This design comes from an exercise in tuning for small area, a short achievable clock period and few clock cycles on the open sky130 flow, not from production work. RTL that was checked went through simulation tests only; none was proved equivalent to the original.

job 6991:
// CONVEX
module CONVEX(
input               CLK,
input               RST,
input       [4:0]   PT_XY,
output reg          READ_PT,
output reg  [9:0]   DROP_X,
output reg  [9:0]   DROP_Y,
output reg          DROP_V);
reg  [2:0]  rx_cnt;
reg  [19:0] rx;
reg         rx_full;
reg  [19:0] pn;
reg         pn_v;
reg  [1:0]  npts;
wire        accept   = READ_PT && (rx_cnt == 3'd0 || rx_cnt == 3'd1);
wire [2:0]  rx_cnt_n = accept ? 3'd4 : (rx_cnt != 3'd0 ? rx_cnt - 3'd1 : 3'd0);
wire        rx_done  = (rx_cnt == 3'd1);
wire        pn_take;                        
wire        rx_move  = rx_full && (!pn_v || pn_take);
wire        rx_full_n = rx_done || (rx_full && !rx_move);
wire        pn_v_n    = rx_move || (pn_v && !pn_take);
always @(posedge CLK) begin
    if (rx_cnt != 3'd0) rx <= {rx[14:0], PT_XY};
    if (rx_move) pn <= rx;
end
always @(posedge CLK or posedge RST) begin
    if (RST) begin
        rx_cnt  <= 3'd0;
        rx_full <= 1'b0;
        pn_v    <= 1'b0;
        READ_PT <= 1'b1;
    end
    else begin
        rx_cnt  <= rx_cnt_n;
        rx_full <= rx_full_n;
        pn_v    <= pn_v_n;
        READ_PT <= !rx_full_n && (rx_cnt_n == 3'd0 || (rx_cnt_n == 3'd1 && !pn_v_n));
    end
end
reg  [19:0] Q [0:11];
reg  [3:0]  cnt;
wire        pop;
reg  [1:0]  npush;
reg  [19:0] D0, D1;
wire [3:0]  base = cnt - {3'd0, pop};
reg  [12:0] at;                             
integer j;
always @(*) begin
    for (j = 0; j < 13; j = j + 1) at[j] = (cnt == j);
end
always @(posedge CLK) begin
    for (j = 0; j < 12; j = j + 1) begin
        if (pop ? at[j+1] : at[j])
            Q[j] <= D0;
        else if (j > 0 && (pop ? at[j] : at[(j > 0) ? j - 1 : 0]))
            Q[j] <= D1;
        else if (pop && j < 11)
            Q[j] <= Q[(j < 11) ? j + 1 : 11];
    end
end
  ...
Size: roughly 2500 cells after synthesis, ~29 I/O pins, about 32000 µm² of cells after synthesis.
make LEC_CHECK=0 CAP_MARGIN=20 CORE_MARGIN=2 CORE_UTILIZATION=55 SETUP_SLACK_MARGIN=5 SLEW_MARGIN=20 finish   # period 8.5 ns
run.sh (not shown) runs the stock make flow with config.mk's settings and CLKGATE_MAP_FILE= SYNTH_SCRIPT=/design/flow/synth_recipe.tcl, a recipe that flattens the netlist after the stock synthesis.
Here is what was changed in the inputs of job 2699 compared with job 6991.
-- flow/design.v --
<<< job 6991, line 61
always @(posedge CLK or posedge RST) begin
    if (RST) cnt <= 4'd0;
    else     cnt <= base + {2'd0, npush};
end
reg         in_pass, need_last;
>>> job 2699, line 61
always @(posedge CLK or posedge RST) begin
    if (RST) cnt <= 4'd0;
    else     cnt <= (npush == 2'd0) ? base : (npush == 2'd1) ? base + 4'd1 : base + 4'd2;
end
reg         in_pass, need_last;
<<< job 6991, line 195
wire        drop0 = vout && vis0;
wire        ins0  = vis0 && !vout;
wire [3:0]  Hrun_n = Hrun - {3'd0, drop} + {3'd0, ins};
assign      fin_set = dec && s3_last;
assign      Hp_new  = Hrun_n - {3'd0, drop0} + {3'd0, ins0};
always @(*) begin
    npush = 2'd0;
>>> job 2699, line 195
wire        drop0 = vout && vis0;
wire        ins0  = vis0 && !vout;
wire [3:0]  Hrun_m2 = Hrun - 4'd2;
wire [3:0]  Hrun_m1 = Hrun - 4'd1;
wire [3:0]  Hrun_p1 = Hrun + 4'd1;
wire [3:0]  Hrun_n = drop ? Hrun_m1 : ins ? Hrun_p1 : Hrun;
assign      fin_set = dec && s3_last;
assign      Hp_new  = (drop && drop0) ? Hrun_m2 :
                      ((drop && !drop0) || (!ins && drop0)) ? Hrun_m1 :
                      (!drop && !ins && ins0) || (ins && !drop0) ? Hrun_p1 : Hrun;
always @(*) begin
    npush = 2'd0;
## What came out
The final layout from job 2699, which completed every stage, passed the timing, design-rule and antenna checks at the end of the flow. The run showing the greater wire length of the first global-routing pass is job 2699. Job 2699: synthesized cell count 9.6% above job 6991. Any difference in final routed DRC violation total between job 6991 and job 2699 is small enough to ignore. Job 2699 ends up with a length in cells of the worst reg-to-reg path that is 13 lower than in job 6991. Job 6991 reports its capturing instance or port of the critical path as Hp[3] while job 2699 reports s2_r0[10]. The faster design of the two is job 2699; job 6991 tops out lower. Job 6991 → job 2699: count of cells resized by post-cts repair shows a reduction of about 50%, mux cell area share after synthesis shows a reduction of 6.4 points, final instance area shows a reduction of about 2.1%, sequential share of cell area shows an increase of 0.96 points. Setup slack in job 2699 is larger than in job 6991. Compared to job 6991, the router laid down more metal wire for job 2699.
Testbench counts of job 2699, summed over its fixed seeds: cycles 24,484.
Function not checked in job 6991: the RTL went through the layout flow alone.


Setup of the reference run:
Another version of the RTL of CONVEX (not shown whole).
Size: roughly 580 flip-flops.
## CONVEX
module CONVEX(
input               CLK,
input               RST,
input       [4:0]   PT_XY,
output              READ_PT,
output reg  [9:0]   DROP_X,
output reg  [9:0]   DROP_Y,
output reg          DROP_V);
Settings: LEC_CHECK=0, CAP_MARGIN=20, CORE_MARGIN=2, CORE_UTILIZATION=55, SETUP_SLACK_MARGIN=5, SLEW_MARGIN=20; clock period 8.5 ns.
Testbench counts of the reference run, summed over its fixed seeds: cycles 24,019.
Setup changes, the reference run to the trial run
diff --git a/flow/design.v b/flow/design.v
--- a/flow/design.v
+++ b/flow/design.v
@@ -42,59 +42,58 @@
         rp_n    <= !(!rx_full_n && (rx_cnt_n == 3'd0 || (rx_cnt_n == 3'd1 && !pn_v_n)));
     end
 end
 reg  [19:0] Q [0:11];
 reg  [3:0]  cnt;
 wire        pop;
 reg  [1:0]  npush;
 reg  [19:0] D0, D1;
 wire [3:0]  base = cnt - {3'd0, pop};
-wire        s3_v, s3_first, s3_last, s3_vis;
-wire [19:0] s3_A;
 reg  [12:0] at;                             
-integer k, j;
+integer j;
 always @(*) begin
-    for (k = 0; k < 13; k = k + 1) at[k] = (cnt == k);
+    for (j = 0; j < 13; j = j + 1) at[j] = (cnt == j);
 end
-wire        base_odd = cnt[0] ^ pop;
-wire [19:0] DE = base_odd ? D1 : D0;        
-wire [19:0] DO = base_odd ? D0 : D1;        
 always @(posedge CLK) begin
     for (j = 0; j < 12; j = j + 1) begin
-        if (pop ? (at[j+1] || at[j]) : (at[j] || (j > 0 && at[(j > 0) ? j - 1 : 0])))
-            Q[j] <= (j % 2 == 0) ? DE : DO;
+        if (pop ? at[j+1] : at[j])
+            Q[j] <= D0;
+        else if (j > 0 && (pop ? at[j] : at[(j > 0) ? j - 1 : 0]))
+            Q[j] <= D1;
         else if (pop && j < 11)
             Q[j] <= Q[(j < 11) ? j + 1 : 11];
     end
 end
 always @(posedge CLK or posedge RST) begin
     if (RST) cnt <= 4'd0;
     else     cnt <= vout ? cnt_n1 : cnt_n0;
 end
 reg         in_pass, need_last;
 reg  [3:0]  popcnt;
-reg  [19:0] PREV, PT, R0;
-reg         r0_ok;                          
+reg  [19:0] FIRST, PREV, PT;
 reg         fin;                            
 reg  [3:0]  Hp;                             
 wire        fin_set;
 wire [3:0]  Hp_new;
 wire        all_popped = fin && (popcnt == Hp);
-wire        last_is = in_pass && need_last && r0_ok;
+wire        last_is = in_pass && need_last;                 
 wire        start   = (!in_pass || last_is) && pn_v && npts == 2'd2 && cnt != 4'd0;
 wire        direct  = pn_v && npts != 2'd2;             
 wire        mid_pop = in_pass && !need_last && !all_popped && cnt != 4'd0;
 assign      pop     = start || mid_pop;
 assign      pn_take = start || direct;
 wire        issue   = mid_pop || last_is;
-wire [19:0] B       = need_last ? R0 : Q[0];
+wire [19:0] B       = need_last ? FIRST : Q[0];
 always @(posedge CLK) begin
-    if (start) PT <= pn;
+    if (start) begin
+        FIRST <= Q[0];
+        PT    <= pn;
+    end
     if (pop) PREV <= Q[0];
 end
 always @(posedge CLK or posedge RST) begin
     if (RST) begin
         in_pass   <= 1'b0;
         need_last <= 1'b0;
         popcnt    <= 4'd0;
         npts      <= 2'd0;
         fin       <= 1'b0;
@@ -170,35 +169,35 @@
     s2_r0 <= cs_r0;
     s2_r1 <= cs_r1;
     s2_r2 <= cs_r2;
     s2_first <= s1_first;
     s2_last  <= s1_last;
 end
 wire [22:0] cs_s = s2_r0 ^ s2_r1 ^ s2_r2;
 wire [22:0] cs_c = {(s2_r0[21:0] & s2_r1[21:0]) | (s2_r0[21:0] & s2_r2[21:0]) | (s2_r1[21:0] & s2_r2[21:0]), 1'b0};
 wire [22:0] cs_t = cs_s + cs_c;
-assign      s3_v     = s2_v;
-assign      s3_first = s2_first;
-assign      s3_last  = s2_last;
-assign      s3_vis   = cs_t[22];
-assign      s3_A     = s2_A;
+wire        s3_v     = s2_v;
+wire        s3_first = s2_first;
+wire        s3_last  = s2_last;
+wire        s3_vis   = cs_t[22];
+wire [19:0] s3_A     = s2_A;
 always @(posedge CLK or posedge RST) begin
     if (RST) begin
         s1_v <= 1'b0;
         s2_v <= 1'b0;
     end
     else begin
         s1_v <= issue;
         s2_v <= s1_v;
     end
 end
 reg         prev_vis, vis0, anyvis;
-reg  [19:0] PD;
+reg  [19:0] R0, PD;
 reg  [3:0]  Hrun;
 reg         pend, pend_drop0, pend_ins0, pend_inside;
 wire        vin   = prev_vis;
 wire        vout  = s3_vis;
 wire        dec   = s3_v && !s3_first;
 wire        drop  = dec && vin && vout;
 wire        ins   = dec && vout && !vin;
 wire        drop0 = vout && vis0;
 wire        ins0  = vis0 && !vout;
@@ -235,26 +234,20 @@
         Hrun <= Hrun_n;
     end
     if (fin_set) begin
         pend_drop0  <= drop0;
         pend_ins0   <= ins0;
         pend_inside <= !(anyvis || vout);
     end
 end
 always @(posedge CLK or posedge RST) begin
-    if (RST) begin
-        pend  <= 1'b0;
-        r0_ok <= 1'b0;
-    end
-    else begin
-        pend  <= fin_set;
-        r0_ok <= start ? 1'b0 : (s3_v && s3_first) ? 1'b1 : r0_ok;
-    end
+    if (RST) pend <= 1'b0;
+    else     pend <= fin_set;
 end
 always @(posedge CLK) begin
     if (pend)
         {DROP_X, DROP_Y} <= pend_drop0 ? R0 : PD;
     else
         {DROP_X, DROP_Y} <= s3_A;
 end
 always @(posedge CLK or posedge RST) begin
     if (RST) DROP_V <= 1'b0;
Notes after the runs:
In the trial run, the area after synthesis came out 10% above the value in the reference run. In the flow results for the trial run and the reference run, the number of flops mapped to enable cells by yosys is larger on the trial run. Delta (the trial run minus the reference run): smallest hold slack +0.010 ns; layout net count +290. The trial run against the reference run; area of all placed cells without fillers is up by a little under 10%. Going from the reference run to the trial run, register bit count reported by yosys saw an increase; compound-cell area share of the yosys netlist has increased. The reference run → the trial run: leftover overflow at the end of global routing stayed essentially flat, area of the placeable core climbed 10%.
Testbench counts of the trial run, summed over its fixed seeds: cycles 23,697.

re-timing with driven ports:
In the flow no input, the clock included, has a driving cell. The finished layouts below were timed again as built, in two steps. Step 1 assumes that a clkbuf_16 drives the clock port and a buf_2 every other input. Step 2 moves the port delays by t, midway between the first and last clock arrival at a register: inputs arrive t later, outputs are due t later. That takes back most of the time a late clock gives input paths. a / b / c = no drivers / after step 1 / after step 2; a / b = the first two.
| run | t (ns) | setup slack, ns | hold slack, ns | worst data-port slew with drivers (ns) |
|---|---|---|---|---|
| job 6991 | 0.667 | 4.003 / 4.003 / 4.003 | 0.318 / 0.318 / 0.318 | 0.03 |
| job 2699 | 0.648 | 5.124 / 5.095 / 5.124 | 0.326 / 0.326 / 0.326 | 0.04 |
| the reference run | 0.687 | 5.078 / 5.078 / 5.078 | 0.315 / 0.315 / 0.315 | 0.04 |
| the trial run | 0.655 | 5.098 / 5.098 / 5.098 | 0.325 / 0.325 / 0.325 | 0.05 |
After both steps setup and hold are still met in every run listed.
